This design comes from an exercise in tuning for small area and a short achievable clock period on the open sky130 flow, not from production work.
Only simulation tests tie the RTL to the original design; equivalence was not proved.
Power is estimated from default activity; no workload was simulated.

## design/flow/design.v

```verilog
`timescale 1ns / 1ps
module Main(
    input clk,
    input [7:0] instruction,
    input reset,
    output [7:0] ReadAddress,
    output [6:0] seg_ten,
    output [6:0] seg_one,
    output led
    );
  wire [1:0] op = instruction[7:6];
  wire [1:0] rs = instruction[5:4];
  wire [1:0] rt = instruction[3:2];
  wire [1:0] x  = instruction[1:0];
  wire [7:0] imm = {{7{x[1]}}, x[0]};
  wire is_add  = (op == 2'b00);
  wire is_lw   = (op == 2'b01);
  wire is_sw   = (op == 2'b10);
  wire is_jump = (op == 2'b11);
  wire [3:0] rsd = {rs == 2'd3, rs == 2'd2, rs == 2'd1, rs == 2'd0};
  wire [3:0] rtd = {rt == 2'd3, rt == 2'd2, rt == 2'd1, rt == 2'd0};
  wire [3:0] rsd_alu = rsd & {4{~is_lw}};
  wire b_en = is_add | is_jump;
  wire [3:0] xd  = {x == 2'd3, x == 2'd2, x == 2'd1, x == 2'd0};
  wire [3:0] xd_lw = xd & {4{is_lw}};
  wire [3:0] xd_sw = xd & {4{is_sw}};
  reg [7:0] R0, R1, R2, R3;
  wire [7:0] A, B, B2, BI, HA;
  wire [3:0] LA;
  genvar b, i, g;
  generate
    for (b = 0; b < 8; b = b + 1) begin : rdport
      cpu_ao4 ua (.s(rsd_alu), .d({R3[b], R2[b], R1[b], R0[b]}), .y(A[b]));
      cpu_ao4 ub (.s(rtd), .d({R3[b], R2[b], R1[b], R0[b]}), .y(B[b]));
      cpu_ao4 ub2 (.s(rtd), .d({R3[b], R2[b], R1[b], R0[b]}), .y(B2[b]));
      cpu_a21o ubi (.a1(B2[b]), .a2(b_en), .b1(is_sw & imm[b]), .x(BI[b]));
      cpu_ao4 uh (.s(rsd), .d({R3[4:2] == b, R2[4:2] == b, R1[4:2] == b, R0[4:2] == b}), .y(HA[b]));
    end
    for (b = 0; b < 4; b = b + 1) begin : rdlo
      cpu_ao4 ul (.s(rsd), .d({R3[1:0] == b, R2[1:0] == b, R1[1:0] == b, R0[1:0] == b}), .y(LA[b]));
    end
  endgenerate
  wire [7:0] sum;
  cpu_add8 u_add (.a(A), .b(BI), .s(sum));
  wire [3:0] lo_rd [0:3];
  wire [3:0] lo_wr;
  generate
    for (b = 0; b < 4; b = b + 1) begin : lsel
      for (g = 0; g < 4; g = g + 1) begin : cp
        cpu_ao4 ur (.s(xd_lw), .d({LA[(b + 1) % 4], LA[(b + 2) % 4], LA[(b + 3) % 4], LA[b]}), .y(lo_rd[g][b]));
      end
      cpu_ao4 uw (.s(xd_sw), .d({LA[(b + 1) % 4], LA[(b + 2) % 4], LA[(b + 3) % 4], LA[b]}), .y(lo_wr[b]));
    end
  endgenerate
  wire c2, c2_a, c2_b;
  cpu_aoi22 u_c2a (.a1(x == 2'd3), .a2(LA[1]), .b1(x[1]), .b2(LA[2]), .y(c2_a));
  cpu_nand2 u_c2b (.a(x != 2'd0), .b(LA[3]), .y(c2_b));
  cpu_nand2 u_c2 (.a(c2_a), .b(c2_b), .y(c2));
  wire [7:0] hc0 = x[1] ? {HA[0], HA[7:1]} : HA;
  wire [7:0] hc1 = x[1] ? HA : {HA[6:0], HA[7]};
  wire [7:0] hi;
  generate
    for (b = 0; b < 8; b = b + 1) begin : hsel
      cpu_mux2 u (.s(c2), .a(hc0[b]), .b(hc1[b]), .y(hi[b]));
    end
  endgenerate
  reg [7:0] M [0:31];
  wire [7:0] alu_nlw = sum;
  wire [7:0] W, Wr;
  generate
    for (b = 0; b < 8; b = b + 1) begin : rdmem
      wire [7:0] grp;
      for (g = 0; g < 8; g = g + 1) begin : gr
        cpu_ao4 u (.s(lo_rd[b / 2]), .d({M[4*g+3][b], M[4*g+2][b], M[4*g+1][b], M[4*g][b]}), .y(grp[g]));
      end
      wire [3:0] t;
      cpu_aoi22 u0 (.a1(hi[0]), .a2(grp[0]), .b1(hi[1]), .b2(grp[1]), .y(t[0]));
      cpu_aoi22 u1 (.a1(hi[2]), .a2(grp[2]), .b1(hi[3]), .b2(grp[3]), .y(t[1]));
      cpu_aoi22 u2 (.a1(hi[4]), .a2(grp[4]), .b1(hi[5]), .b2(grp[5]), .y(t[2]));
      cpu_aoi221 u3 (.a1(hi[6]), .a2(grp[6]), .b1(hi[7]), .b2(grp[7]), .c(alu_nlw[b]), .y(t[3]));
      cpu_nand4 us (.a(t[0]), .b(t[1]), .c(t[2]), .d(t[3]), .y(W[b]));
      cpu_nand4r ur (.a(t[0]), .b(t[1]), .c(t[2]), .d(t[3]), .y(Wr[b]));
    end
  endgenerate
  wire [3:0] rwe;
  assign rwe[0] = (is_add & (x == 2'd0)) | (is_lw & (rt == 2'd0));
  assign rwe[1] = (is_add & (x == 2'd1)) | (is_lw & (rt == 2'd1));
  assign rwe[2] = (is_add & (x == 2'd2)) | (is_lw & (rt == 2'd2));
  assign rwe[3] = (is_add & (x == 2'd3)) | (is_lw & (rt == 2'd3));
  always @(posedge clk or posedge reset) begin
    if (reset) begin
      R0 <= 8'd0; R1 <= 8'd0; R2 <= 8'd0; R3 <= 8'd0;
    end else begin
      if (rwe[0]) R0 <= Wr;
      if (rwe[1]) R1 <= Wr;
      if (rwe[2]) R2 <= Wr;
      if (rwe[3]) R3 <= Wr;
    end
  end
  generate
    for (i = 0; i < 32; i = i + 1) begin : mw
      always @(posedge clk or posedge reset)
        if (reset) M[i] <= (i <= 16) ? (i % 16) : (272 - i);
        else if (hi[i / 4] & lo_wr[i % 4]) M[i] <= B;
    end
  endgenerate
  reg [7:0] PC;
  always @(posedge clk or posedge reset) begin
    if (reset) PC <= 8'd0;
    else PC <= PC + 8'd1 + (is_jump ? imm : 8'd0);
  end
  assign ReadAddress = PC;
  assign led = reset;
  cpu_seg7 u_ten (.v(W[7:4]), .seg(seg_ten));
  cpu_seg7 u_one (.v(W[3:0]), .seg(seg_one));
endmodule
module cpu_ao4(input [3:0] s, input [3:0] d, output y);
  assign y = |(s & d);
endmodule
module cpu_ao4p1(input [3:0] s, input [3:0] d, input e, output y);
  wire t0, t1;
  cpu_aoi22 u0 (.a1(s[0]), .a2(d[0]), .b1(s[1]), .b2(d[1]), .y(t0));
  cpu_aoi221 u1 (.a1(s[2]), .a2(d[2]), .b1(s[3]), .b2(d[3]), .c(e), .y(t1));
  cpu_nand2 u2 (.a(t0), .b(t1), .y(y));
endmodule
module cpu_add8(input [7:0] a, input [7:0] b, output [7:0] s);
  assign s = a + b;
endmodule
module cpu_a21o(input a1, input a2, input b1, output x);
  assign x = (a1 & a2) | b1;
endmodule
module cpu_aoi221(input a1, input a2, input b1, input b2, input c, output y);
  assign y = ~((a1 & a2) | (b1 & b2) | c);
endmodule
module cpu_nand4(input a, input b, input c, input d, output y);
  assign y = ~(a & b & c & d);
endmodule
module cpu_nand4r(input a, input b, input c, input d, output y);
  assign y = ~(a & b & c & d);
endmodule
module cpu_aoi22(input a1, input a2, input b1, input b2, output y);
  assign y = ~((a1 & a2) | (b1 & b2));
endmodule
module cpu_nand2(input a, input b, output y);
  assign y = ~(a & b);
endmodule
module cpu_mux2(input s, input a, input b, output y);
  assign y = s ? b : a;
endmodule
module cpu_seg7(input [3:0] v, output reg [6:0] seg);
  always @* begin
    case (v)
      4'h0: seg = 7'b0111111;
      4'h1: seg = 7'b0000110;
      4'h2: seg = 7'b1011011;
      4'h3: seg = 7'b1001111;
      4'h4: seg = 7'b1100110;
      4'h5: seg = 7'b1101101;
      4'h6: seg = 7'b1111101;
      4'h7: seg = 7'b0000111;
      4'h8: seg = 7'b1111111;
      4'h9: seg = 7'b1101111;
      4'hA: seg = 7'b1110111;
      4'hB: seg = 7'b1011110;
      4'hC: seg = 7'b0111001;
      4'hD: seg = 7'b1001110;
      4'hE: seg = 7'b1111001;
      default: seg = 7'b1110001;
    endcase
  end
endmodule
```

## design/flow/run.sh

```bash
#!/bin/bash
# synth_recipe.tcl (not shown) runs the flow's synth.tcl, then flattens the netlist and writes it again
# the make line also repeats each setting of config.mk as NAME=value (left out here)
make -C /OpenROAD-flow-scripts/flow DESIGN_CONFIG=/design/flow/config.mk WORK_HOME=/design/flow/orfs CLKGATE_MAP_FILE= SYNTH_SCRIPT=/design/flow/synth_recipe.tcl finish
```

## design/flow/config.mk

```make
export PLATFORM = sky130hd
export DESIGN_NAME = Main
export DESIGN_NICKNAME = Main
export VERILOG_FILES = /design/flow/design.v
export SDC_FILE = /design/flow/constraint.sdc
export NUM_CORES = 4
export LEC_CHECK = 0
export CAP_MARGIN = 20
export CORE_MARGIN = 2
export CORE_UTILIZATION = 55
export CTS_BUF_LIST = sky130_fd_sc_hd__clkbuf_8
export CTS_CLUSTER_DIAMETER = 100
export CTS_CLUSTER_SIZE = 12
export SETUP_SLACK_MARGIN = 2.5
export SLEW_MARGIN = 20
export SYNTH_HIERARCHICAL = 1
```

## design/flow/constraint.sdc

```tcl
create_clock -name core_clock -period 9.0 [get_ports {clk}]
set_input_delay 1.8000 -clock core_clock [delete_from_list [all_inputs] [get_ports {clk}]]
set_output_delay 1.8000 -clock core_clock [all_outputs]
set_load 0.01 [all_outputs]
```

==> reports/results.md, run 1 <==
| Result | Value | Unit |
|---|---|---|
| Total number of H-tree levels | 1 | - |
| GRT overflow | 0 | - |
| Latest clock arrival within the worst-skew pair | 640 | ps |
| Leakage power | 8.792 | nW |
| Unrepaired setup endpoints after global routing | true | - |
| Worst hold path type | flop to flop | - |
| Final-layout fill cell count | 2152 | - |
| Clock tree from TritonCTS | yes | - |
| Area share of the largest cell type after synthesis | 27.10 | % |
| Wire length reported by the detailed router | 48730 | um |
| Number of warnings reported in the yosys synthesis log | 10 | - |
| Number of distinct library cells after synthesis | 52 | - |
| Num CTS Buffers | 28 | - |
| Critical path's slowest cell | and3b_2 | - |
| Worst Skew | 51.09 | ps |
| Row count | 62 | - |
| Upper clock frequency limit | 0.1483 | GHz |
| Gate Count Post-Synth | 1336 | - |
| Placed inst area | 16820 | um^2 |
| Iteration count of the initial detailed-routing pass | 6 | - |
| Number of setup violations in the final report | 0 | - |
| Setup Slack @ Placement | 596.3 | ps |
| Status | timing/DRC/antenna clean | - |
| Syn nets | 1374 | - |
| Global-route usage over all layers | 32.21 | % |
| Routed wire length per instance | 25.24 | um |
| Synth Flop Type | dfrtp_1 | - |
| Final hold violation count | 0 | - |
| Top-level I/O count | 33 | - |
| R2R depth | 14 | - |
| Headroom to the max-slew limit | 40.69 | % |
| Dominant cell by count in the synthesized netlist | mux2_2 | - |
| Syn-to-layout area delta | 23.18 | % |
| Global-route wire length before repair | 75170 | um |
| Share of cells above drive strength 1 | 55.53 | % |
| Min Tclk post-route | 6743 | ps |
| Average via count per standard cell | 6.430 | - |
| Post-route DRC | 0 | - |
| WHS | 469.6 | ps |
| Worst Path Class, Setup | input port to output port | - |
| Post-synthesis instance area | 15890 | um^2 |
| Synthesis-stage register bit count | 296 | - |
| Data required time of the critical path | 7200 | ps |
| Number of hold-repair buffers added at the cts stage | 0 | - |
| R2r endpoint | R1[7] | - |
| Part of the Yosys area used for sequential elements | 47.61 | % |
| Endpoint kind of the worst setup timing path | output port | - |
| Final core occ | 68.54 | % |
| Fraction of synthesis flops using an asynchronous set or reset pin | 100.0 | % |
| Antenna violations before repair | 0 | - |
| Worst endpoint data arrival time | 4940 | ps |
| Fin nets | 1564 | - |
| Clock sink total | 296 | - |
| Maximum fanout along the worst path | 6 | - |
| Count of flip-flops with a built-in enable after synthesis | 0 | - |
| Final Wtd Congestion | 0.8982 | - |
| Least setup slack across all paths after layout | 2257 | ps |
| Max-cap viol count | 0 | - |
| Cell type with the highest occurrence count on the critical path | buf_4 | - |
| Horiz. Die Dim | 173.9 | um |
| Cell type with the largest total area after synthesis | dfrtp_1 | - |
| Initial Util | 55.65 | % |
| CP cell instances | buf_8 -> clkinv_4 -> ha_4 -> and3b_2 -> a22oi_1 -> nand2_1 -> ha_4 -> buf_4 -> a211oi_4 -> nor2_2 -> a41oi_2 -> xnor2_2 -> a221oi_4 -> nand4_1 -> buf_4 -> buf_4 -> nand2b_4 -> nand3_1 -> o21ai_1 -> buf_2 | - |
| Most instantiated cells after synthesis | mux2_2, a22oi_1, nand2_1 | - |
| Inst Count DP | 1746 | - |
| Worst flop-to-flop path startpoint | R2[0] | - |
| Largest net degree at the start of global routing | 161 | - |
| Root buf cell | clkbuf_8 | - |
| Post-layout instance count excluding filler cells | 1931 | - |
| Vertical die dimension | 173.9 | um |
| Max-slew violation total from the final report | 0 | - |
| Half-perimeter wire length of the detailed placement result | 30690 | um |
| Internal reg-to-reg setup slack | 5480 | ps |
| Worst-path clk slew | 80 | ps |
| Via count of the first global-routing pass | 12400 | - |
| Transition time at the pin with the least slew margin | 889.7 | ps |
| Buffering stage count on the worst path with inverters included | 6 | - |
| Post-Synthesis Mean Instance Area | 11.89 | um^2 |
| Number of I/O port buffers | 32 | - |
| Crit path capture | seg_ten[5] | - |
| Worst vdd ir | 0.2051 | mV |
| Synth area leaders | dfrtp_1, dfstp_2, mux2_2, a22oi_1, nand2_1 | - |
| Core area | 28550 | um^2 |
| Final setup TNS | 0 | ps |
| Max incr delay on CP | 280 | ps |
| Family with the most delay on the worst path | compound AO/OA/AOI/OAI gates | - |
| Register cell area after layout | 7562 | um^2 |
| Pwr Total | 6.112 | mW |
| Part of the cycle the worst path needs | 74.92 | % |
| Pwr Density | 312.4 | nW/um^2 |
| Origin of the worst setup path | instruction[7] | - |
| Footprint of the multi-input gates | 9006 | um^2 |
| Clock Tree Buf Depth | 3 | - |
| Inserted Diodes | 0 | - |
| Cell depth of the worst setup path | 20 | - |
| Die area | 30260 | um^2 |
| Hold path startpoint | PC[7] | - |
| Kind of launch point of the worst setup path | input port | - |
| Remaining number of nets flagged by the antenna check after routing | 0 | - |
| First-iteration detailed-routing DRC count | 1079 | - |
| Vias | 12420 | - |
| Post-layout instance area | 19570 | um^2 |
==> worst reg2reg max path: stages (launching register included) <==
cell and delay, ps:
dfrtp_1 480, nor2b_1 190, a22oi_2 230, buf_4 160
nand2_2 120, buf_4 230, a22oi_1 200, nand2_2 140
buf_4 240, a22oi_1 170, nand2_1 120, a22oi_2 270
buf_4 160, nand4_1 310, mux2_2 400
==> cells by family after synthesis <==
kind of cell             share of synthesized area [%]
AO/OA/AOI/OAI                                    16.57
buffers and inverters                            1.906
flip-flops                                       47.61
adder cells (fa/ha/maj)                          2.253
AND/OR/NAND/NOR                                  8.940
XOR/XNOR                                        0.6065
multiplexers                                     22.12
==> final cells by class <==
cell class,count,share of cell area [%]
Inverter,21,0.5243
Multi-Input combinational cell,980,46.03
Clock buffer,28,1.969
Sequential cell,296,38.65
Timing Repair Buffer,199,9.738
Tap cell,384,2.455
Clock inverter,23,0.6394
==> routing by layer <==
metal	track usage [%]	share of wire, %
met5	0	0
met4	13.94	5.2
met3	4.549	5.4
met2	51.21	46
met1	44.35	43
==> worst min-delay path by stage <==
stage | to | cells after the start
2_1_floorplan | M[0][0] | 1
6_report | PC[7] | 1
3_3_place_gp | PC[7] | 1
4_1_cts | PC[7] | 1
3_5_place_dp | PC[7] | 1
5_1_grt | PC[7] | 1
==> flip-flops by register name, summed over array words and instances, names as in the netlist <==
name and count:
M 256, PC 8, R0 8, R1 8
R2 8, R3 8
==> cell usage in the layout (no fill, tap or decap), types with 31 or more instances in the layout <==
cell type | netlist | final
mux2_2 | 288 | 289
a22oi_1 | 240 | 186
dfrtp_1 | 172 | 172
nand2_1 | 177 | 140
dfstp_2 | 124 | 124
buf_4 | 1 | 111
a22oi_2 | 27 | 81
buf_6 | 7 | 36
inv_1 | 19 | 31
==> per-module statistics from Yosys, one instance, submodules excluded, a selection <==
module      flops+latches  copies in the design  cells  cell area [um^2]
cpu_ao4                 0                   120      3             18.77
cpu_aoi22               0                    25      1             12.51
Main                  296                     1    792             12060
cpu_aoi221              0                     8      1             15.01
cpu_mux2                0                     8      1             15.01
cpu_nand2               0                     2      1             3.754
==> what timing repair did <==
action | 4_1_cts | 5_1_grt
cloned | 10 | 0
pin swaps | 98 | 65
gates resized for setup | 297 | 67
endpoints found under the setup margin | 14 | 14
setup buffers | 104 | 20
==> where the power goes <==
part | switching (mW) | internal, mW | leakage (nW)
Clock | 0.475 | 0.322 | 0.335
Sequential | 0.394 | 1.96 | 3.58
Combinational | 1.56 | 1.41 | 4.88
==> run 2: changes to the inputs <==
--- a/design/flow/config.mk
+++ b/design/flow/config.mk
@@ -6,11 +6,14 @@
 export NUM_CORES = 4
 export LEC_CHECK = 0
 export CAP_MARGIN = 20
+export CELL_PAD_IN_SITES_DETAIL_PLACEMENT = 0
+export CELL_PAD_IN_SITES_GLOBAL_PLACEMENT = 0
 export CORE_MARGIN = 2
 export CORE_UTILIZATION = 55
 export CTS_BUF_LIST = sky130_fd_sc_hd__clkbuf_8
 export CTS_CLUSTER_DIAMETER = 100
 export CTS_CLUSTER_SIZE = 12
-export SETUP_SLACK_MARGIN = 2.5
+export SETUP_SLACK_MARGIN = 2.3
 export SLEW_MARGIN = 20
 export SYNTH_HIERARCHICAL = 1
+export TNS_END_PERCENT = 0
==> run 2 against run 1 <==
Sequential power about the same; maximum frequency down 0.27%; sequential share of layout area up 2.2 points; combinational power down 11%; worst setup slack worse by 18 ps; worst hold slack better by 40 ps; critical path type unchanged; largest power group unchanged; highest routed layer unchanged.
==> reports/results.md, run 2 <==
| Result | Value | Unit | vs previous |
|---|---|---|---|
| Status | timing/DRC/antenna clean | - | unchanged |
| Data required time of the critical path | 7200 | ps | about the same |
| Worst Skew | 58.88 | ps | was 51.09 ps |
| Fin nets | 1502 | - | was 1564 |
| Max incr delay on CP | 300 | ps | was 280 ps |
| Part of the Yosys area used for sequential elements | 47.61 | % | unchanged |
| Routed wire length per instance | 24.63 | um | was 25.24 um |
| Inst Count DP | 1746 | - | unchanged |
| Number of setup violations in the final report | 0 | - | unchanged |
| GRT overflow | 0 | - | unchanged |
| WHS | 509.7 | ps | was 469.6 ps |
| Iteration count of the initial detailed-routing pass | 5 | - | was 6 |
| Post-layout instance count excluding filler cells | 1870 | - | was 1931 |
| Unrepaired setup endpoints after global routing | true | - | unchanged |
| Number of distinct library cells after synthesis | 52 | - | unchanged |
| Inserted Diodes | 0 | - | unchanged |
| Min Tclk post-route | 6761 | ps | was 6743 ps |
| Clock tree from TritonCTS | yes | - | unchanged |
| Number of flip-flops in the largest register | 256 | - | unchanged |
| Leakage power | 8.366 | nW | was 8.792 nW |
| Global-route wire length before repair | 70110 | um | was 75170 um |
| Die area | 30260 | um^2 | unchanged |
| Core area | 28550 | um^2 | unchanged |
| Share of cells above drive strength 1 | 50.00 | % | was 55.53% |
| Part of the cycle the worst path needs | 75.13 | % | was 74.92% |
| Worst vdd ir | 0.1806 | mV | was 0.2051 mV |
| Largest net degree at the start of global routing | 79 | - | was 161 |
| Post-layout instance area | 18500 | um^2 | was 19570 um^2 |
| Synthesis-stage register bit count | 296 | - | unchanged |
| Final hold violation count | 0 | - | unchanged |
| Count of flip-flops with a built-in enable after synthesis | 0 | - | unchanged |
| Antenna violations before repair | 0 | - | unchanged |
| Dominant cell by count in the synthesized netlist | mux2_2 | - | unchanged |
| First-iteration detailed-routing DRC count | 915 | - | was 1079 |
| Most instantiated cells after synthesis | mux2_2, a22oi_1, nand2_1 | - | unchanged |
| Clock Tree Buf Depth | 3 | - | unchanged |
| Synth Flop Type | dfrtp_1 | - | unchanged |
| Worst hold path type | flop to flop | - | unchanged |
| Number of warnings reported in the yosys synthesis log | 10 | - | unchanged |
| Latest clock arrival within the worst-skew pair | 630 | ps | was 640 ps |
| Root buf cell | clkbuf_8 | - | unchanged |
| Half-perimeter wire length of the detailed placement result | 29690 | um | was 30690 um |
| Initial Util | 55.65 | % | unchanged |
| Upper clock frequency limit | 0.1479 | GHz | was 0.1483 GHz |
| Average via count per standard cell | 6.395 | - | was 6.430 |
| Max-slew violation total from the final report | 0 | - | unchanged |
| Synth area leaders | dfrtp_1, dfstp_2, mux2_2, a22oi_1, nand2_1 | - | unchanged |
| Post-synthesis instance area | 15890 | um^2 | unchanged |
| Max-cap viol count | 0 | - | unchanged |
| Horiz. Die Dim | 173.9 | um | unchanged |
| Wire length reported by the detailed router | 46060 | um | was 48730 um |
| Row count | 62 | - | unchanged |
| Leading cell type in the layout, fill and taps excluded | mux2_2 | - | unchanged |
| Num CTS Buffers | 28 | - | unchanged |
| Area share of the largest cell type after synthesis | 27.10 | % | unchanged |
| Worst endpoint data arrival time | 4960 | ps | was 4940 ps |
| Post-Synthesis Mean Instance Area | 11.89 | um^2 | unchanged |
| Commonest cells after routing, fill and taps aside | mux2_2, a22oi_1, dfrtp_1, nand2_1, dfstp_2 | - | unchanged |
| Headroom to the max-slew limit | 33.40 | % | was 40.69% |
| Pwr Density | 310.1 | nW/um^2 | was 312.4 nW/um^2 |
| Placed inst area | 16770 | um^2 | was 16820 um^2 |
| Cell type with the largest total area after synthesis | dfrtp_1 | - | unchanged |
| Remaining number of nets flagged by the antenna check after routing | 0 | - | unchanged |
| Global-route usage over all layers | 30.17 | % | was 32.21% |
| Post-route DRC | 0 | - | unchanged |
| Via count of the first global-routing pass | 11600 | - | was 12400 |
| Top-level I/O count | 33 | - | unchanged |
| Worst-path clk slew | 80 | ps | about the same |
| Clock sink total | 296 | - | unchanged |
| Endpoint kind of the worst setup timing path | output port | - | unchanged |
| Vias | 11960 | - | was 12420 |
| Fraction of synthesis flops using an asynchronous set or reset pin | 100.0 | % | unchanged |
| CP cell instances | buf_4 -> and2_4 -> a22oi_2 -> nand2_2 -> clkbuf_16 -> a22oi_1 -> nand2_4 -> buf_4 -> a22oi_1 -> nand2_1 -> a22oi_2 -> nand4_1 -> buf_6 -> buf_6 -> nand2b_4 -> nand3_1 -> o21ai_2 -> buf_2 | - | was buf_8 -> clkinv_4 -> ha_4 -> and3b_2 -> a22oi_1 -> nand2_1 -> ha_4 -> buf_4 -> a211oi_4 -> nor2_2 -> a41oi_2 -> xnor2_2 -> a221oi_4 -> nand4_1 -> buf_4 -> buf_4 -> nand2b_4 -> nand3_1 -> o21ai_1 -> buf_2 |
| Gate Count Post-Synth | 1336 | - | unchanged |
| Final core occ | 64.81 | % | was 68.54% |
| Syn-to-layout area delta | 16.47 | % | was 23.18% |
| Total number of H-tree levels | 1 | - | unchanged |
| Final setup TNS | 0 | ps | unchanged |
| Worst Path Class, Setup | input port to output port | - | unchanged |
| Top register by number of flip-flops | M | - | unchanged |
| Kind of launch point of the worst setup path | input port | - | unchanged |
| Critical path's slowest cell | a22oi_2 | - | was and3b_2 |
| Vertical die dimension | 173.9 | um | unchanged |
| Final Wtd Congestion | 0.8847 | - | was 0.8982 |
| Number of hold-repair buffers added at the cts stage | 0 | - | unchanged |
| Syn nets | 1374 | - | unchanged |
| Transition time at the pin with the least slew margin | 999.0 | ps | was 889.7 ps |
| Number of I/O port buffers | 32 | - | unchanged |
| Maximum fanout along the worst path | 12 | - | was 6 |
-- run 2: per-stage QoR --
stage,total power [mW],setup WS [ps]
floorplan,3.807,2176
global placement,4.564,583.6
detailed placement,4.611,534.9
CTS,5.583,2290
global route,6.080,2151
finish,5.737,2239
-- run 2: final cells by class --
cell class              count  area [um^2]
flip-flops and latches    296         7562
repair buffers            137         1159
clock inverters            24        96.34
inverters                  21        105.1
well taps                 384        480.5
fillers                  2304        10050
multi-input cells         980         8713
clock buffers              28        385.4
-- run 2: worst paths after layout --
check,from,end,slack [ps],cells after the start
worst max-delay path,instruction[4],seg_ten[5],2240,18
worst min-delay path,M[15][5],M[15][5],510,1
worst max register to register,R0[0],R1[6],5510,12
worst min register to register,M[15][5],M[15][5],510,1
max in group asynchronous,reset,M[7][3],5920,3
min in group asynchronous,reset,M[23][2],1700,2
-- run 2: where the power goes --
| part | switching [mW] | total, mW | internal (mW) |
|---|---|---|---|
| clock | 0.462 | 0.754 | 0.291 |
| sequential | 0.381 | 2.34 | 1.96 |
| combinational | 1.44 | 2.65 | 1.21 |
-- run 2: kinds of logic after synthesis --
kind of cell	share of synthesized area, %
AO/OA/AOI/OAI	16.57
XOR/XNOR	0.6065
adder cells (fa/ha/maj)	2.253
buffers and inverters	1.906
flip-flops	47.61
multiplexers	22.12
AND/OR/NAND/NOR	8.940
-- run 2: repair_timing --
action,4_1_cts,5_1_grt
cloned,5,2
pin swaps,42,52
gates resized for setup,189,61
endpoints found under the setup margin,14,14
buffers inserted,46,19
-- run 2: routing by layer --
| layer | vias up | routed length (um) | global-route usage, % |
|---|---|---|---|
| met5 | - | 0 | 0 |
| met1 | 6096 | 20240 | 43.53 |
| met2 | 431 | 20490 | 45.97 |
| li1 | 5327 | - | - |
| met4 | 0 | 1842 | 10.29 |
| met3 | 104 | 3491 | 5.687 |
-- run 2: modules after synthesis (local to each module, per instance) --
module	flip-flops and latches	area [um^2]	cells inside
cpu_nand2	0	3.754	1
cpu_mux2	0	15.01	1
cpu_add8	0	310.3	41
cpu_aoi221	0	15.01	1
Main	296	12060	792
cpu_ao4	0	18.77	3
cpu_nand4	0	6.256	1
cpu_a21o	0	7.507	1
cpu_seg7	0	272.8	38
cpu_nand4r	0	6.256	1
cpu_aoi22	0	12.51	1
-- run 2: worst max-delay path: cells and delay by family --
family	cells	cell delay (ps)
AND/OR/NAND/NOR	7	1150
buffers and inverters	6	1020
AO/OA/AOI/OAI	5	960
==> run 3: changes to the inputs <==
--- a/design/flow/config.mk
+++ b/design/flow/config.mk
@@ -6,13 +6,12 @@
 export NUM_CORES = 4
 export LEC_CHECK = 0
 export CAP_MARGIN = 20
-export CELL_PAD_IN_SITES_DETAIL_PLACEMENT = 0
-export CELL_PAD_IN_SITES_GLOBAL_PLACEMENT = 0
 export CORE_MARGIN = 2
 export CORE_UTILIZATION = 55
 export CTS_BUF_LIST = sky130_fd_sc_hd__clkbuf_8
 export CTS_CLUSTER_DIAMETER = 100
 export CTS_CLUSTER_SIZE = 12
+export PLACE_DENSITY = 0.75
 export SETUP_SLACK_MARGIN = 2.3
 export SLEW_MARGIN = 20
 export SYNTH_HIERARCHICAL = 1
==> run 3 against run 2 <==
Still clean; power is 2.1% higher; wire length up 1.3%; combinational power increased by 4%; via count up 4.5%; worst setup slack worse by 78 ps; critical path type unchanged; critical endpoint is now seg_ten[3]; largest cell class unchanged.
==> reports/results.md, run 3 <==
| Result | Value | Unit | vs previous |
|---|---|---|---|
| Status | timing/DRC/antenna clean | - | unchanged |
| Leakage power | 8.469 | nW | was 8.366 nW |
| Highest metal layer with signal wires | met4 | - | unchanged |
| Clock tree from TritonCTS | yes | - | unchanged |
| Part of the Yosys area used for sequential elements | 47.61 | % | unchanged |
| Data required time of the critical path | 7200 | ps | about the same |
| Antenna violations before repair | 0 | - | unchanged |
| Number of flip-flops in the largest register | 256 | - | unchanged |
| Inst Count DP | 1736 | - | was 1746 |
| Count of flip-flops with a built-in enable after synthesis | 0 | - | unchanged |
| Critical path's slowest cell | nand4_1 | - | was a22oi_2 |
| Post-synthesis instance area | 15890 | um^2 | unchanged |
| Cell type with the largest total area after synthesis | dfrtp_1 | - | unchanged |
| Max-cap viol count | 0 | - | unchanged |
| Number of warnings reported in the yosys synthesis log | 10 | - | unchanged |
| Gate Count Post-Synth | 1336 | - | unchanged |
| Post-layout instance count excluding filler cells | 1894 | - | was 1870 |
| Max-slew violation total from the final report | 0 | - | unchanged |
| Cell type with the highest occurrence count on the critical path | buf_4 | - |  |
| Synth Flop Type | dfrtp_1 | - | unchanged |
| Routed met3 length | 4342 | um | was 3491 um |
| Number of distinct library cells after synthesis | 52 | - | unchanged |
| Max incr delay on CP | 300 | ps | about the same |
| Upper clock frequency limit | 0.1462 | GHz | was 0.1479 GHz |
| Inserted Diodes | 0 | - | unchanged |
| Final Wtd Congestion | 0.9446 | - | was 0.8847 |
| Min Tclk post-route | 6839 | ps | was 6761 ps |
| Worst vdd ir | 0.1445 | mV | was 0.1806 mV |
| Average via count per standard cell | 6.598 | - | was 6.395 |
| Latest clock arrival within the worst-skew pair | 640 | ps | was 630 ps |
| Final hold violation count | 0 | - | unchanged |
| CP cell instances | buf_6 -> inv_4 -> buf_4 -> ha_1 -> inv_2 -> a21o_1 -> ha_4 -> a211oi_4 -> o21bai_1 -> a21oi_2 -> xnor2_2 -> a221oi_2 -> nand4_1 -> buf_4 -> ha_2 -> mux2i_1 -> nor2_1 -> a21oi_1 -> buf_2 | - | was buf_4 -> and2_4 -> a22oi_2 -> nand2_2 -> clkbuf_16 -> a22oi_1 -> nand2_4 -> buf_4 -> a22oi_1 -> nand2_1 -> a22oi_2 -> nand4_1 -> buf_6 -> buf_6 -> nand2b_4 -> nand3_1 -> o21ai_2 -> buf_2 |
| Worst Skew | 53.21 | ps | was 58.88 ps |
| Share of cells above drive strength 1 | 50.33 | % | was 50.00% |
| Num CTS Buffers | 28 | - | unchanged |
| Routed wire length per instance | 24.64 | um | was 24.63 um |
| Vertical die dimension | 173.9 | um | unchanged |
| Worst-path clk slew | 90 | ps | was 80 ps |
| Number of cells on the worst hold path | 1 | - | unchanged |
| Fraction of synthesis flops using an asynchronous set or reset pin | 100.0 | % | unchanged |
| R2R depth | 27 | - | was 12 |
| Top-level I/O count | 33 | - | unchanged |
| Area share of the largest cell type after synthesis | 27.10 | % | unchanged |
| Endpoint kind of the worst setup timing path | output port | - | unchanged |
| Clock sink total | 296 | - | unchanged |
| Clock Tree Buf Depth | 3 | - | unchanged |
| Top register by number of flip-flops | M | - | unchanged |
| Pwr Density | 315.0 | nW/um^2 | was 310.1 nW/um^2 |
| Number of setup violations in the final report | 0 | - | unchanged |
| Final setup TNS | 0 | ps | unchanged |
| Maximum fanout along the worst path | 8 | - | was 12 |
| Remaining number of nets flagged by the antenna check after routing | 0 | - | unchanged |
| Total number of H-tree levels | 1 | - | unchanged |
| Horiz. Die Dim | 173.9 | um | unchanged |
| First-iteration detailed-routing DRC count | 1327 | - | was 915 |
| Worst hold path type | flop to flop | - | unchanged |
| Largest net degree at the start of global routing | 189 | - | was 79 |
| Most instantiated cells after synthesis | mux2_2, a22oi_1, nand2_1 | - | unchanged |
| Post-Synthesis Mean Instance Area | 11.89 | um^2 | unchanged |
| Headroom to the max-slew limit | 33.27 | % | was 33.40% |
| Dominant cell by count in the synthesized netlist | mux2_2 | - | unchanged |
| Worst Path Class, Setup | input port to output port | - | unchanged |
| Iteration count of the initial detailed-routing pass | 6 | - | was 5 |
| Syn nets | 1374 | - | unchanged |
| Global-route usage over all layers | 30.22 | % | was 30.17% |
| Met2 Wirelength | 20650 | um | was 20490 um |
| Via count of the first global-routing pass | 12380 | - | was 11600 |
| Number of hold-repair buffers added at the cts stage | 0 | - | unchanged |
| Synth area leaders | dfrtp_1, dfstp_2, mux2_2, a22oi_1, nand2_1 | - | unchanged |
| Post-route DRC | 0 | - | unchanged |
| Die area | 30260 | um^2 | unchanged |
| Root buf cell | clkbuf_8 | - | unchanged |
| Synthesis-stage register bit count | 296 | - | unchanged |
| GRT overflow | 0 | - | unchanged |
| Metal1 wirelength | 18970 | um | was 20240 um |
| Unrepaired setup endpoints after global routing | true | - | unchanged |
| Core area | 28550 | um^2 | unchanged |
| Commonest cells after routing, fill and taps aside | mux2_2, a22oi_1, dfrtp_1, nand2_1, dfstp_2 | - | unchanged |
| Syn-to-layout area delta | 17.05 | % | was 16.47% |
| Half-perimeter wire length of the detailed placement result | 28850 | um | was 29690 um |
| Leading cell type in the layout, fill and taps excluded | mux2_2 | - | unchanged |
| Worst endpoint data arrival time | 5040 | ps | was 4960 ps |
| Transition time at the pin with the least slew margin | 1001 | ps | was 999.0 ps |
| Number of I/O port buffers | 32 | - | unchanged |
| Part of the cycle the worst path needs | 75.99 | % | was 75.13% |
| Kind of launch point of the worst setup path | input port | - | unchanged |
| Fin nets | 1527 | - | was 1502 |
| Global-route wire length before repair | 71940 | um | was 70110 um |
| Wire length reported by the detailed router | 46660 | um | was 46060 um |
| Initial Util | 55.65 | % | unchanged |
| Row count | 62 | - | unchanged |
| Vias | 12500 | - | was 11960 |
## run 3: final cells by class
type | instances | area (um^2)
Fill cell | 2174 | 9953
Timing Repair Buffer | 162 | 1368
Tap cell | 384 | 480.5
Clock inverter | 23 | 100.1
Inverter | 21 | 85.08
Sequential cell | 296 | 7562
Clock buffer | 28 | 385.4
Multi-Input combinational cell | 980 | 8613
## run 3: per-layer routing
metal | track usage (%) | vias to the layer above
met4 | 14.39 | 0
met3 | 6.343 | 183
met2 | 45.98 | 672
met1 | 41.58 | 6277
met5 | 0 | -
li1 | - | 5364
## run 3: timing repair
| action | 4_1_cts | 5_1_grt |
|---|---|---|
| endpoints found under the hold margin | 0 | 0 |
| gates resized for setup | 202 | 15 |
| setup buffers | 84 | 18 |
| gates cloned | 3 | 2 |
| setup endpoints to repair | 14 | 14 |
| pin swaps | 56 | 23 |
## run 3: modules after synthesis (local to each module, per instance), a selection
module,cells,cell area (um^2),flip-flops and latches
cpu_seg7,38,272.8,0
cpu_a21o,1,7.507,0
cpu_nand4r,1,6.256,0
cpu_aoi221,1,15.01,0
cpu_nand4,1,6.256,0
Main,792,12060,296
cpu_nand2,1,3.754,0
cpu_mux2,1,15.01,0
cpu_aoi22,1,12.51,0
## run 3: final timing paths
path	start	endpoint	slack, ps
max	instruction[7]	seg_ten[3]	2160
min	PC[7]	PC[7]	490
max reg2reg	R0[1]	R2[7]	4140
min reg2reg	PC[7]	PC[7]	490
max in group asynchronous	reset	M[8][2]	5980
min in group asynchronous	reset	M[5][1]	1610
## run 3: logic make-up after synthesis
| group | count (synthesis) | share of synthesized area (%) |
|---|---|---|
| AO/OA/AOI/OAI | 330 | 16.57 |
| XOR/XNOR | 11 | 0.6065 |
| adder cells (fa/ha/maj) | 28 | 2.253 |
| buffers and inverters | 65 | 1.906 |
| flip-flops | 296 | 47.61 |
| multiplexers | 307 | 22.12 |
| AND/OR/NAND/NOR | 299 | 8.940 |
## run 3: stage by stage
stage | util (%) | setup WS [ps] | cell area (um^2) | power (mW) | hold slack (ps)
2_1_floorplan | - | 2176 | 15890 | 3.807 | 479.9
3_3_place_gp | 58.46 | 594.4 | 16690 | 4.484 | 471.4
3_5_place_dp | 58.47 | 462.9 | 16690 | 4.576 | 478.3
4_1_cts | 64.33 | 2292 | 18360 | 5.710 | 496.3
5_1_grt | 65.13 | 1997 | 18590 | 6.171 | 515.6
6_report | 65.13 | 2161 | 18590 | 5.858 | 487.6
## run 3: critical path, delay by kind of cell
family / cells / cell delay (ps)
AO/OA/AOI/OAI: 6 / 1130
XOR/XNOR: 1 / 140
adder cells (fa/ha/maj): 3 / 670
buffers and inverters: 6 / 780
multiplexers: 1 / 140
AND/OR/NAND/NOR: 2 / 360
## run 3: report_power, final
part | internal [mW] | switching (mW)
Sequential | 1.96 | 0.391
Combinational | 1.30 | 1.45
Clock | 0.293 | 0.464
==> run 4: changes to the inputs <==
--- a/design/flow/config.mk
+++ b/design/flow/config.mk
@@ -11,7 +11,6 @@
 export CTS_BUF_LIST = sky130_fd_sc_hd__clkbuf_8
 export CTS_CLUSTER_DIAMETER = 100
 export CTS_CLUSTER_SIZE = 12
-export PLACE_DENSITY = 0.75
 export SETUP_SLACK_MARGIN = 2.3
 export SLEW_MARGIN = 20
 export SYNTH_HIERARCHICAL = 1
==> run 4 against run 3 <==
Still clean on timing, DRC and antenna; register-to-register slack better by 1400 ps; clock power down 0.5%; worst hold slack better by 22 ps; synthesized cell count unchanged; critical path type unchanged; largest power group unchanged; highest routed layer unchanged.
==> reports/results.md, run 4 <==
| Result | Value | Unit | vs previous |
|---|---|---|---|
| Post-layout instance area | 18500 | um^2 | was 18590 um^2 |
| Headroom to the max-slew limit | 33.40 | % | was 33.27% |
| Synth Flop Type | dfrtp_1 | - | unchanged |
| Number of setup violations in the final report | 0 | - | unchanged |
| Post-layout instance count excluding filler cells | 1870 | - | was 1894 |
| WHS | 509.7 | ps | was 487.6 ps |
| Number of flip-flops in the largest register | 256 | - | unchanged |
| Pwr Density | 310.1 | nW/um^2 | was 315.0 nW/um^2 |
| Transition time at the pin with the least slew margin | 999.0 | ps | was 1001 ps |
| Register cell area after layout | 7562 | um^2 | unchanged |
| Vertical die dimension | 173.9 | um | unchanged |
| Inst Count DP | 1746 | - | was 1736 |
| Worst endpoint data arrival time | 4960 | ps | was 5040 ps |
| Leading cell type in the layout, fill and taps excluded | mux2_2 | - | unchanged |
| Clock tree from TritonCTS | yes | - | unchanged |
| Routed met3 length | 3491 | um | was 4342 um |
| Worst Skew | 58.88 | ps | was 53.21 ps |
| Inserted Diodes | 0 | - | unchanged |
| Horiz. Die Dim | 173.9 | um | unchanged |
| Crit path capture | seg_ten[5] | - | was seg_ten[3] |
| Syn-to-layout area delta | 16.47 | % | was 17.05% |
| Top-level I/O count | 33 | - | unchanged |
| Internal reg-to-reg setup slack | 5510 | ps | was 4140 ps |
| Fraction of synthesis flops using an asynchronous set or reset pin | 100.0 | % | unchanged |
| R2R depth | 12 | - | was 27 |
| Post-synthesis instance area | 15890 | um^2 | unchanged |
| Post-route DRC | 0 | - | unchanged |
| Row count | 62 | - | unchanged |
| Number of I/O port buffers | 32 | - | unchanged |
| Initial Util | 55.65 | % | unchanged |
| Endpoint kind of the worst setup timing path | output port | - | unchanged |
| Status | timing/DRC/antenna clean | - | unchanged |
| Die area | 30260 | um^2 | unchanged |
| Dominant cell by count in the synthesized netlist | mux2_2 | - | unchanged |
| Clock Tree Buf Depth | 3 | - | unchanged |
| Area share of the largest cell type after synthesis | 27.10 | % | unchanged |
| Cell depth of the worst setup path | 18 | - | was 19 |
| Number of distinct library cells after synthesis | 52 | - | unchanged |
| Gate Count Post-Synth | 1336 | - | unchanged |
| Synthesis-stage register bit count | 296 | - | unchanged |
| Unrepaired setup endpoints after global routing | true | - | unchanged |
| Global-route usage over all layers | 30.17 | % | was 30.22% |
| Max-slew violation total from the final report | 0 | - | unchanged |
| Setup Slack @ Placement | 534.9 | ps | was 462.9 ps |
| Max-cap viol count | 0 | - | unchanged |
| Worst Path Class, Setup | input port to output port | - | unchanged |
| GRT overflow | 0 | - | unchanged |
| Worst-path clk slew | 80 | ps | was 90 ps |
| Number of hold-repair buffers added at the cts stage | 0 | - | unchanged |
| Syn nets | 1374 | - | unchanged |
| Commonest cells after routing, fill and taps aside | mux2_2, a22oi_1, dfrtp_1, nand2_1, dfstp_2 | - | unchanged |
| Kind of launch point of the worst setup path | input port | - | unchanged |
| Clock sink total | 296 | - | unchanged |
| Global-route wire length before repair | 70110 | um | was 71940 um |
| Core area | 28550 | um^2 | unchanged |
| Number of warnings reported in the yosys synthesis log | 10 | - | unchanged |
| Average via count per standard cell | 6.395 | - | was 6.598 |
| Upper clock frequency limit | 0.1479 | GHz | was 0.1462 GHz |
| Most instantiated cells after synthesis | mux2_2, a22oi_1, nand2_1 | - | unchanged |
| Part of the Yosys area used for sequential elements | 47.61 | % | unchanged |
| Metal1 wirelength | 20240 | um | was 18970 um |
| Cell type with the largest total area after synthesis | dfrtp_1 | - | unchanged |
| Num CTS Buffers | 28 | - | unchanged |
| Largest net degree at the start of global routing | 79 | - | was 189 |
| R2r endpoint | R1[6] | - | was R2[7] |
| Antenna violations before repair | 0 | - | unchanged |
| Routed wire length per instance | 24.63 | um | was 24.64 um |
| Fin nets | 1502 | - | was 1527 |
| Vias | 11960 | - | was 12500 |
| Min Tclk post-route | 6761 | ps | was 6839 ps |
| Top register by number of flip-flops | M | - | unchanged |
| Final setup TNS | 0 | ps | unchanged |
| CP cell instances | buf_4 -> and2_4 -> a22oi_2 -> nand2_2 -> clkbuf_16 -> a22oi_1 -> nand2_4 -> buf_4 -> a22oi_1 -> nand2_1 -> a22oi_2 -> nand4_1 -> buf_6 -> buf_6 -> nand2b_4 -> nand3_1 -> o21ai_2 -> buf_2 | - | was buf_6 -> inv_4 -> buf_4 -> ha_1 -> inv_2 -> a21o_1 -> ha_4 -> a211oi_4 -> o21bai_1 -> a21oi_2 -> xnor2_2 -> a221oi_2 -> nand4_1 -> buf_4 -> ha_2 -> mux2i_1 -> nor2_1 -> a21oi_1 -> buf_2 |
| Met2 Wirelength | 20490 | um | was 20650 um |
| Leakage power | 8.366 | nW | was 8.469 nW |
| Max incr delay on CP | 300 | ps | about the same |
| Maximum fanout along the worst path | 12 | - | was 8 |
| Latest clock arrival within the worst-skew pair | 630 | ps | was 640 ps |
| Footprint of the multi-input gates | 8713 | um^2 | was 8613 um^2 |
| Critical path's slowest cell | a22oi_2 | - | was nand4_1 |
| Half-perimeter wire length of the detailed placement result | 29690 | um | was 28850 um |
| Origin of the worst setup path | instruction[4] | - | was instruction[7] |
| Family with the most delay on the worst path | simple AND/OR/NAND/NOR gates | - | was compound AO/OA/AOI/OAI gates |
| Buffering stage count on the worst path with inverters included | 6 | - | unchanged |
| Count of flip-flops with a built-in enable after synthesis | 0 | - | unchanged |
| Part of the cycle the worst path needs | 75.13 | % | was 75.99% |
| Wire length reported by the detailed router | 46060 | um | was 46660 um |
| Synth area leaders | dfrtp_1, dfstp_2, mux2_2, a22oi_1, nand2_1 | - | unchanged |
| Highest metal layer with signal wires | met4 | - | unchanged |
| Post-Synthesis Mean Instance Area | 11.89 | um^2 | unchanged |
| Placed inst area | 16770 | um^2 | was 16690 um^2 |
| Final Wtd Congestion | 0.8847 | - | was 0.9446 |
| Final-layout fill cell count | 2304 | - | was 2174 |
| Data required time of the critical path | 7200 | ps | about the same |
| First-iteration detailed-routing DRC count | 915 | - | was 1327 |
| Share of cells above drive strength 1 | 50.00 | % | was 50.33% |
| Least setup slack across all paths after layout | 2239 | ps | was 2161 ps |
| Worst vdd ir | 0.1806 | mV | was 0.1445 mV |
| Iteration count of the initial detailed-routing pass | 5 | - | was 6 |
| Worst hold path type | flop to flop | - | unchanged |
| Root buf cell | clkbuf_8 | - | unchanged |
| Total number of H-tree levels | 1 | - | unchanged |
| Via count of the first global-routing pass | 11600 | - | was 12380 |
| Remaining number of nets flagged by the antenna check after routing | 0 | - | unchanged |
| Worst flop-to-flop path startpoint | R0[0] | - | was R0[1] |
| Final hold violation count | 0 | - | unchanged |
## run 4: cell counts after synthesis
Identical to the previous run, type by type.
## run 4: final cells by class
type | count | share of cell area (%)
Clock buffer | 28 | 2.083
Tap cell | 384 | 2.597
Timing Repair Buffer | 137 | 6.262
Inverter | 21 | 0.5681
Sequential cell | 296 | 40.87
Multi-Input combinational cell | 980 | 47.10
Clock inverter | 24 | 0.5207
## run 4: cell families after synthesis
| family | synth area share, % |
|---|---|
| compound gates | 16.57 |
| xor+xnor | 0.6065 |
| fa+ha+maj | 2.253 |
| buf+inv | 1.906 |
| flops | 47.61 |
| mux | 22.12 |
| simple gates | 8.940 |
## run 4: metal layers
metal | GRT usage (%) | up-vias
li1 | - | 5327
met3 | 5.687 | 104
met5 | 0 | -
met1 | 43.53 | 6096
met4 | 10.29 | 0
met2 | 45.97 | 431
## run 4: how the worst min path moves through the flow
stage | start | to | slack, ps | depth (start not counted)
5_1_grt | M[16][7] | M[16][7] | 520 | 1
4_1_cts | M[3][7] | M[3][7] | 510 | 1
2_1_floorplan | M[0][0] | M[0][0] | 480 | 1
6_report | M[15][5] | M[15][5] | 510 | 1
3_3_place_gp | PC[7] | PC[7] | 470 | 1
3_5_place_dp | M[24][1] | M[24][1] | 490 | 1
## run 4: timing repair
item                                    CTS  global route
resized for setup                       189            61
endpoints found under the setup margin   14            14
gates cloned                              5             2
buffers inserted                         46            19
pin swaps                                42            52
## run 4: per-module statistics from Yosys, one instance, submodules excluded
module | cell area, um^2 | times used
cpu_a21o | 7.507 | 8
cpu_seg7 | 272.8 | 2
cpu_nand2 | 3.754 | 2
cpu_nand4 | 6.256 | 8
Main | 12060 | 1
cpu_mux2 | 15.01 | 8
cpu_aoi221 | 15.01 | 8
cpu_nand4r | 6.256 | 8
cpu_aoi22 | 12.51 | 25
cpu_add8 | 310.3 | 1
cpu_ao4 | 18.77 | 120
## run 4: report_power, final
part	internal (mW)	switching, mW
logic	1.21	1.44
clock network	0.291	0.462
registers	1.96	0.381
## run 4: per-stage QoR
stage               util [%]  total power, mW
global placement       58.72            4.564
global route           64.81            6.080
detailed placement     58.74            4.611
finish                 64.81            5.737
floorplan                  -            3.807
CTS                    63.41            5.583
## run 4: worst register-to-register path: stages, from the launching register on
cell,delay (ps)
dfrtp_1,490
nor2b_1,190
a22oi_2,200
nand2_2,140
clkbuf_16,200
a22oi_1,270
nand2_4,250
buf_4,220
a22oi_1,160
nand2_1,140
a22oi_2,280
nand4_1,390
mux2_2,400
==> run 5: changes to the inputs <==
--- a/design/flow/config.mk
+++ b/design/flow/config.mk
@@ -11,6 +11,7 @@
 export CTS_BUF_LIST = sky130_fd_sc_hd__clkbuf_8
 export CTS_CLUSTER_DIAMETER = 100
 export CTS_CLUSTER_SIZE = 12
+export GPL_ROUTABILITY_DRIVEN = 0
 export SETUP_SLACK_MARGIN = 2.3
 export SLEW_MARGIN = 20
 export SYNTH_HIERARCHICAL = 1
==> run 5 against run 4 <==
Critical path depth stayed put; combinational power hardly changed; worst hold slack unchanged; synthesized cell count stayed put; worst setup slack unchanged; area after synthesis stayed put; final cell count unchanged; clock-buffer cell count did not move; global-route usage is the same; register-to-register slack about the same; power unchanged; critical endpoint unchanged.
==> reports/results.md, run 5 <==
| Result | Value | Unit | vs previous |
|---|---|---|---|
| Clock sink total | 296 | - | unchanged |
| Kind of launch point of the worst setup path | input port | - | unchanged |
| Remaining number of nets flagged by the antenna check after routing | 0 | - | unchanged |
| Max incr delay on CP | 300 | ps | about the same |
| Number of I/O port buffers | 32 | - | unchanged |
| Family with the most delay on the worst path | simple AND/OR/NAND/NOR gates | - | unchanged |
| Row count | 62 | - | unchanged |
| WHS | 509.7 | ps | unchanged |
| Share of cells above drive strength 1 | 50.00 | % | unchanged |
| Transition time at the pin with the least slew margin | 999.0 | ps | unchanged |
| Inserted Diodes | 0 | - | unchanged |
| Synth area leaders | dfrtp_1, dfstp_2, mux2_2, a22oi_1, nand2_1 | - | unchanged |
| Horiz. Die Dim | 173.9 | um | unchanged |
| Number of warnings reported in the yosys synthesis log | 10 | - | unchanged |
| Number of setup violations in the final report | 0 | - | unchanged |
| Data required time of the critical path | 7200 | ps | about the same |
| Synthesis-stage register bit count | 296 | - | unchanged |
| Initial Util | 55.65 | % | unchanged |
| Root buf cell | clkbuf_8 | - | unchanged |
| Part of the Yosys area used for sequential elements | 47.61 | % | unchanged |
| Vias | 11960 | - | unchanged |
| GRT overflow | 0 | - | unchanged |
| Die area | 30260 | um^2 | unchanged |
| Upper clock frequency limit | 0.1479 | GHz | unchanged |
| Critical path's slowest cell | a22oi_2 | - | unchanged |
| Status | timing/DRC/antenna clean | - | unchanged |
| Commonest cells after routing, fill and taps aside | mux2_2, a22oi_1, dfrtp_1, nand2_1, dfstp_2 | - | unchanged |
| Hold path startpoint | M[15][5] | - | unchanged |
| Placed inst area | 16770 | um^2 | unchanged |
| Syn-to-layout area delta | 16.47 | % | unchanged |
| Post-synthesis instance area | 15890 | um^2 | unchanged |
| Average via count per standard cell | 6.395 | - | unchanged |
| Top register by number of flip-flops | M | - | unchanged |
| Max-cap viol count | 0 | - | unchanged |
| Worst Path Class, Setup | input port to output port | - | unchanged |
| Unrepaired setup endpoints after global routing | true | - | unchanged |
| Final hold violation count | 0 | - | unchanged |
| Buffering stage count on the worst path with inverters included | 6 | - | unchanged |
| Clock tree from TritonCTS | yes | - | unchanged |
| Worst flop-to-flop path startpoint | R0[0] | - | unchanged |
| Number of flip-flops in the largest register | 256 | - | unchanged |
| Worst Skew | 58.88 | ps | unchanged |
| Worst endpoint data arrival time | 4960 | ps | about the same |
| Count of flip-flops with a built-in enable after synthesis | 0 | - | unchanged |
| First-iteration detailed-routing DRC count | 915 | - | unchanged |
| Iteration count of the initial detailed-routing pass | 5 | - | unchanged |
| Half-perimeter wire length of the detailed placement result | 29690 | um | unchanged |
| Syn nets | 1374 | - | unchanged |
| Routed wire length per instance | 24.63 | um | unchanged |
| Pwr Total | 5.737 | mW | unchanged |
| Synth Flop Type | dfrtp_1 | - | unchanged |
| Fraction of synthesis flops using an asynchronous set or reset pin | 100.0 | % | unchanged |
| Pwr Density | 310.1 | nW/um^2 | unchanged |
| Total number of H-tree levels | 1 | - | unchanged |
| Core area | 28550 | um^2 | unchanged |
| Endpoint kind of the worst setup timing path | output port | - | unchanged |
| Worst-path clk slew | 80 | ps | about the same |
| Via count of the first global-routing pass | 11600 | - | unchanged |
| Antenna violations before repair | 0 | - | unchanged |
| Post-route DRC | 0 | - | unchanged |
| Post-layout instance area | 18500 | um^2 | unchanged |
| Worst hold path type | flop to flop | - | unchanged |
| CP cell instances | buf_4 -> and2_4 -> a22oi_2 -> nand2_2 -> clkbuf_16 -> a22oi_1 -> nand2_4 -> buf_4 -> a22oi_1 -> nand2_1 -> a22oi_2 -> nand4_1 -> buf_6 -> buf_6 -> nand2b_4 -> nand3_1 -> o21ai_2 -> buf_2 | - | unchanged |
| Leading cell type in the layout, fill and taps excluded | mux2_2 | - | unchanged |
| Post-Synthesis Mean Instance Area | 11.89 | um^2 | unchanged |
| Number of distinct library cells after synthesis | 52 | - | unchanged |
| Most instantiated cells after synthesis | mux2_2, a22oi_1, nand2_1 | - | unchanged |
| Latest clock arrival within the worst-skew pair | 630 | ps | about the same |
| Wire length reported by the detailed router | 46060 | um | unchanged |
| Dominant cell by count in the synthesized netlist | mux2_2 | - | unchanged |
| Global-route usage over all layers | 30.17 | % | unchanged |
| Min Tclk post-route | 6761 | ps | unchanged |
| Worst vdd ir | 0.1806 | mV | unchanged |
| Headroom to the max-slew limit | 33.40 | % | unchanged |
| Leakage power | 8.366 | nW | unchanged |
| Top-level I/O count | 33 | - | unchanged |
| Vertical die dimension | 173.9 | um | unchanged |
| Area share of the largest cell type after synthesis | 27.10 | % | unchanged |
| Num CTS Buffers | 28 | - | unchanged |
| Global-route wire length before repair | 70110 | um | unchanged |
| Origin of the worst setup path | instruction[4] | - | unchanged |
| Maximum fanout along the worst path | 12 | - | unchanged |
| Max-slew violation total from the final report | 0 | - | unchanged |
| Part of the cycle the worst path needs | 75.13 | % | unchanged |
| Final setup TNS | 0 | ps | unchanged |
| Fin nets | 1502 | - | unchanged |
| Gate Count Post-Synth | 1336 | - | unchanged |
| Largest net degree at the start of global routing | 79 | - | unchanged |
| Clock Tree Buf Depth | 3 | - | unchanged |
| Cell type with the largest total area after synthesis | dfrtp_1 | - | unchanged |
[run 5: cell counts after synthesis]
No cell type changed its count.
[run 5: Yosys stat by module, one instance, submodules excluded, a selection]
module / copies in the design / area, um^2 / flip-flops and latches / cells
cpu_nand4: 8 / 6.256 / 0 / 1
cpu_aoi221: 8 / 15.01 / 0 / 1
cpu_ao4: 120 / 18.77 / 0 / 3
cpu_aoi22: 25 / 12.51 / 0 / 1
cpu_nand2: 2 / 3.754 / 0 / 1
cpu_mux2: 8 / 15.01 / 0 / 1
Main: 1 / 12060 / 296 / 792
cpu_add8: 1 / 310.3 / 0 / 41
cpu_nand4r: 8 / 6.256 / 0 / 1
cpu_seg7: 2 / 272.8 / 0 / 38
[run 5: what timing repair did]
action                     4_1_cts  5_1_grt
gates cloned                     5        2
setup buffers                   46       19
hold buffers                     0        0
hold endpoints to repair         0        0
gates resized for setup        189       61
setup endpoints to repair       14       14
pin swaps                       42       52
[run 5: cells by family after synthesis]
logic type               after synthesis  synth area share, %
adder cells (fa/ha/maj)               28                2.253
AO/OA/AOI/OAI                        330                16.57
flip-flops                           296                47.61
XOR/XNOR                              11               0.6065
buffers and inverters                 65                1.906
multiplexers                         307                22.12
AND/OR/NAND/NOR                      299                8.940
[run 5: stage by stage]
stage | worst slack (ps) | std cells | util [%]
2_1_floorplan | 2176 | 1336 | -
3_3_place_gp | 583.6 | 1746 | 58.72
3_5_place_dp | 534.9 | 1746 | 58.74
4_1_cts | 2290 | 1849 | 63.41
5_1_grt | 2151 | 1870 | 64.81
6_report | 2239 | 1870 | 64.81
[run 5: worst paths after layout]
check                        endpoint  slack, ps  cells past startpoint
max                        seg_ten[5]       2240                     18
min                          M[15][5]        510                      1
max reg2reg                     R1[6]       5510                     12
min reg2reg                  M[15][5]        510                      1
max in group asynchronous     M[7][3]       5920                      3
min in group asynchronous    M[23][2]       1700                      2
[run 5: layout make-up]
| class | count | area (um^2) |
|---|---|---|
| clock inverter | 24 | 96.34 |
| clock buffer | 28 | 385.4 |
| timing repair buffer | 137 | 1159 |
| inverter | 21 | 105.1 |
| multi-input combinational | 980 | 8713 |
| fill | 2304 | 10050 |
| tap | 384 | 480.5 |
| sequential | 296 | 7562 |
[run 5: power breakdown]
part	switching (mW)	total, mW	internal, mW
combinational	1.44	2.65	1.21
clock	0.462	0.754	0.291
sequential	0.381	2.34	1.96
[run 5: per-layer routing]
| metal | up-vias | global-route usage, % | routed length [um] |
|---|---|---|---|
| met5 | - | 0 | 0 |
| met4 | 0 | 10.29 | 1842 |
| met3 | 104 | 5.687 | 3491 |
| met2 | 431 | 45.97 | 20490 |
| met1 | 6096 | 43.53 | 20240 |
| li1 | 5327 | - | - |
[run 5: worst register-to-register path: stages (launching register included)]
cell,delay [ps]
dfrtp_1,490
nor2b_1,190
a22oi_2,200
nand2_2,140
clkbuf_16,200
a22oi_1,270
nand2_4,250
buf_4,220
a22oi_1,160
nand2_1,140
a22oi_2,280
nand4_1,390
mux2_2,400
==> run 6: changes to the inputs <==
--- a/design/flow/config.mk
+++ b/design/flow/config.mk
@@ -11,8 +11,7 @@
 export CTS_BUF_LIST = sky130_fd_sc_hd__clkbuf_8
 export CTS_CLUSTER_DIAMETER = 100
 export CTS_CLUSTER_SIZE = 12
-export GPL_ROUTABILITY_DRIVEN = 0
-export SETUP_SLACK_MARGIN = 2.3
+export SETUP_SLACK_MARGIN = 1.6
 export SLEW_MARGIN = 20
 export SYNTH_HIERARCHICAL = 1
 export TNS_END_PERCENT = 0
==> run 6 against run 5 <==
Still clean on timing, DRC and antenna; clock skew down 9.1 ps; critical path depth down 1; worst setup slack worse by 660 ps; register-to-register slack worse by 130 ps; sequential cell count unchanged; area after synthesis unchanged; via count down 3.2%; first-iteration DRC count down 0.44%; design area down 5.2%; non-clock buffer count down 49; worst hold slack better by 0.92 ps; largest cell class unchanged.
==> reports/results.md, run 6 <==
| Result | Value | Unit | vs previous |
|---|---|---|---|
| Hold path startpoint | M[15][5] | - | unchanged |
| Number of cells on the worst hold path | 1 | - | unchanged |
| Worst Path Class, Setup | input port to output port | - | unchanged |
| Cell type with the largest total area after synthesis | dfrtp_1 | - | unchanged |
| Number of warnings reported in the yosys synthesis log | 10 | - | unchanged |
| Root buf cell | clkbuf_8 | - | unchanged |
| Synth area leaders | dfrtp_1, dfstp_2, mux2_2, a22oi_1, nand2_1 | - | unchanged |
| Iteration count of the initial detailed-routing pass | 6 | - | was 5 |
| Vias | 11580 | - | was 11960 |
| Upper clock frequency limit | 0.1348 | GHz | was 0.1479 GHz |
| Commonest cells after routing, fill and taps aside | mux2_2, a22oi_1, dfrtp_1, nand2_1, dfstp_2 | - | unchanged |
| GRT overflow | 0 | - | unchanged |
| Number of flip-flops in the largest register | 256 | - | unchanged |
| Synthesis-stage register bit count | 296 | - | unchanged |
| Core area | 28550 | um^2 | unchanged |
| Area share of the largest cell type after synthesis | 27.10 | % | unchanged |
| Number of hold-repair buffers added at the cts stage | 0 | - | unchanged |
| Unrepaired setup endpoints after global routing | true | - | unchanged |
| Number of distinct library cells after synthesis | 52 | - | unchanged |
| Maximum fanout along the worst path | 16 | - | was 12 |
| Latest clock arrival within the worst-skew pair | 620 | ps | was 630 ps |
| Worst Skew | 49.80 | ps | was 58.88 ps |
| Kind of launch point of the worst setup path | input port | - | unchanged |
| Post-layout instance count excluding filler cells | 1816 | - | was 1870 |
| Final hold violation count | 0 | - | unchanged |
| Largest net degree at the start of global routing | 79 | - | unchanged |
| Part of the Yosys area used for sequential elements | 47.61 | % | unchanged |
| Worst endpoint data arrival time | 5620 | ps | was 4960 ps |
| Cell type with the highest occurrence count on the critical path | buf_4 | - |  |
| Footprint of the multi-input gates | 8198 | um^2 | was 8713 um^2 |
| Global-route usage over all layers | 29.33 | % | was 30.17% |
| Internal reg-to-reg setup slack | 5380 | ps | was 5510 ps |
| Compound-gate portion of the synthesized area | 16.57 | % | unchanged |
| Status | timing/DRC/antenna clean | - | unchanged |
| Endpoint kind of the worst setup timing path | output port | - | unchanged |
| R2R depth | 11 | - | was 12 |
| Syn-to-layout area delta | 10.44 | % | was 16.47% |
| Clock Tree Buf Depth | 3 | - | unchanged |
| End point of the worst hold path | M[15][5] | - | unchanged |
| GR Layer Usage met3 | 4.506 | % | was 5.687% |
| Final-layout fill cell count | 2426 | - | was 2304 |
| Min Tclk post-route | 7419 | ps | was 6761 ps |
| Parity-gate share of the synthesized area counting xor and xnor cells | 0.6065 | % | unchanged |
| Critical path's slowest cell | clkdlybuf4s50_1 | - | was a22oi_2 |
| Register cell area after layout | 7562 | um^2 | unchanged |
| Post-synthesis instance area | 15890 | um^2 | unchanged |
| Vertical die dimension | 173.9 | um | unchanged |
| Count of flip-flops with a built-in enable after synthesis | 0 | - | unchanged |
| Syn nets | 1374 | - | unchanged |
| Most instantiated cells after synthesis | mux2_2, a22oi_1, nand2_1 | - | unchanged |
| Final Wtd Congestion | 0.8847 | - |  |
| Share of cells above drive strength 1 | 42.25 | % | was 50.00% |
| Clock sink total | 296 | - | unchanged |
| Synth Flop Type | dfrtp_1 | - | unchanged |
| Antenna violations before repair | 0 | - | unchanged |
| CP cell instances | dlygate4sd2_1 -> inv_2 -> ha_4 -> buf_4 -> and3b_2 -> a22oi_1 -> nand2_2 -> buf_4 -> a22oi_1 -> nand2_1 -> a221oi_2 -> nand4_1 -> buf_4 -> inv_2 -> a211oi_1 -> a21oi_1 -> clkdlybuf4s50_1 | - | was buf_4 -> and2_4 -> a22oi_2 -> nand2_2 -> clkbuf_16 -> a22oi_1 -> nand2_4 -> buf_4 -> a22oi_1 -> nand2_1 -> a22oi_2 -> nand4_1 -> buf_6 -> buf_6 -> nand2b_4 -> nand3_1 -> o21ai_2 -> buf_2 |
| Total number of H-tree levels | 1 | - | unchanged |
| Inserted Diodes | 0 | - | unchanged |
| Clock tree from TritonCTS | yes | - | unchanged |
| R2r endpoint | R1[6] | - | unchanged |
| Setup Slack @ Placement | 534.9 | ps | unchanged |
| Worst vdd ir | 0.1803 | mV | was 0.1806 mV |
| Most used routing layer in global routing | met2 | - | unchanged |
| Part of the cycle the worst path needs | 82.43 | % | was 75.13% |
| Fraction of synthesis flops using an asynchronous set or reset pin | 100.0 | % | unchanged |
| Number of I/O port buffers | 32 | - | unchanged |
| Leakage power | 8.038 | nW | was 8.366 nW |
| Average via count per standard cell | 6.374 | - | was 6.395 |
| Wire length reported by the detailed router | 44200 | um | was 46060 um |
| Least setup slack across all paths after layout | 1581 | ps | was 2239 ps |
| Post-Synthesis Mean Instance Area | 11.89 | um^2 | unchanged |
| Top-level I/O count | 33 | - | unchanged |
| Dominant cell by count in the synthesized netlist | mux2_2 | - | unchanged |
| Fin nets | 1448 | - | was 1502 |
| Remaining number of nets flagged by the antenna check after routing | 0 | - | unchanged |
| Top register by number of flip-flops | M | - | unchanged |
| Inst Count DP | 1746 | - | unchanged |
| GR met1 Demand/Resource | 43.42 | % | was 43.53% |
| Max-slew violation total from the final report | 0 | - | unchanged |
| Multiplexer share of the synthesized area | 22.12 | % | unchanged |
| Largest family of logic cells by synthesized area | multiplexers | - | unchanged |
| Leading cell type in the layout, fill and taps excluded | mux2_2 | - | unchanged |
| Fraction of met2 tracks used by global routing | 44.79 | % | was 45.97% |
| Pwr Density | 308.7 | nW/um^2 | was 310.1 nW/um^2 |
| Worst hold path type | flop to flop | - | unchanged |
| Synth Area in Simple Gates | 8.940 | % | unchanged |
| Number of setup violations in the final report | 0 | - | unchanged |
| Row count | 62 | - | unchanged |
| Num CTS Buffers | 28 | - | unchanged |
| Gate Count Post-Synth | 1336 | - | unchanged |
| First-iteration detailed-routing DRC count | 911 | - | was 915 |
| Initial Util | 55.65 | % | unchanged |
| Horiz. Die Dim | 173.9 | um | unchanged |
| Headroom to the max-slew limit | 33.85 | % | was 33.40% |
| Data required time of the critical path | 7200 | ps | about the same |
| Final setup TNS | 0 | ps | unchanged |
| Die area | 30260 | um^2 | unchanged |
| Transition time at the pin with the least slew margin | 992.2 | ps | was 999.0 ps |
| Max-cap viol count | 0 | - | unchanged |
| Post-route DRC | 0 | - | unchanged |
| Via count of the first global-routing pass | 11190 | - | was 11600 |
| Global-route wire length before repair | 68250 | um | was 70110 um |
| Area share of fa/ha/maj cells after synthesis | 2.253 | % | unchanged |
| Half-perimeter wire length of the detailed placement result | 29690 | um | unchanged |
| Final core occ | 61.45 | % | was 64.81% |
| Worst-path clk slew | 80 | ps | about the same |
| Worst flop-to-flop path startpoint | R0[1] | - | was R0[0] |
| Routed wire length per instance | 24.34 | um | was 24.63 um |
| Max incr delay on CP | 550 | ps | was 300 ps |
-- run 6: cell counts after synthesis --
No cell type changed its count.
-- run 6: how the worst max path moves through the flow --
stage	from	endpoint	slack (ps)	cells past startpoint
2_1_floorplan	instruction[7]	seg_ten[1]	2180	17
5_1_grt	instruction[7]	seg_ten[4]	1360	22
6_report	instruction[7]	seg_one[4]	1580	17
4_1_cts	instruction[2]	seg_ten[5]	1590	19
3_5_place_dp	instruction[5]	seg_one[1]	530	14
3_3_place_gp	instruction[5]	seg_one[1]	580	14
-- run 6: where the power goes --
part	internal, mW	switching (mW)
Clock	0.292	0.459
Combinational	1.06	1.28
Sequential	1.96	0.375
-- run 6: per-module statistics from Yosys, one instance, submodules excluded, a selection --
module      copies in the design  flops+latches
cpu_ao4                      120              0
cpu_a21o                       8              0
cpu_nand4r                     8              0
cpu_mux2                       8              0
cpu_aoi22                     25              0
cpu_add8                       1              0
cpu_nand4                      8              0
cpu_aoi221                     8              0
Main                           1            296
-- run 6: metrics by stage --
step / power [mW] / instance area (um^2) / hold WS [ps]
finish: 5.415 / 17540 / 510.6
global route: 5.751 / 17540 / 521.6
CTS: 5.415 / 17500 / 512.0
detailed placement: 4.611 / 16770 / 493.5
global placement: 4.564 / 16760 / 466.0
floorplan: 3.807 / 15890 / 479.9
-- run 6: cell type report --
cell class                 count  share of cell area [%]
multi-input combinational    975                   46.73
clock inverter                24                  0.5492
sequential                   296                   43.11
inverter                      21                  0.4707
tap                          384                   2.739
clock buffer                  28                   2.197
timing repair buffer          88                   4.208
-- run 6: cells by family after synthesis --
group                      after synthesis
AOI/OAI and AO/OA                      330
muxes                                  307
and+or+nand+nor                        299
DFF                                    296
buffers and inverters                   65
adders and majority gates               28
xor gates and xnor gates                11
-- run 6: routing by layer --
| layer | vias to the layer above | routed length, um |
|---|---|---|
| li1 | 5222 | - |
| met1 | 5909 | 20110 |
| met2 | 361 | 19620 |
| met3 | 83 | 3062 |
| met4 | 0 | 1405 |
| met5 | - | 0 |
-- run 6: what timing repair did --
action	in CTS	in global routing
resized for setup	53	15
buffers inserted	18	0
pin swaps	6	2
setup endpoints to repair	14	13
-- run 6: worst max-delay path, delay by kind of cell --
kind                       cells  cell delay, ps
and+or+nand+nor                4             890
buffers and inverters          7            1650
adders and majority gates      1             180
AOI/OAI and AO/OA              5            1080
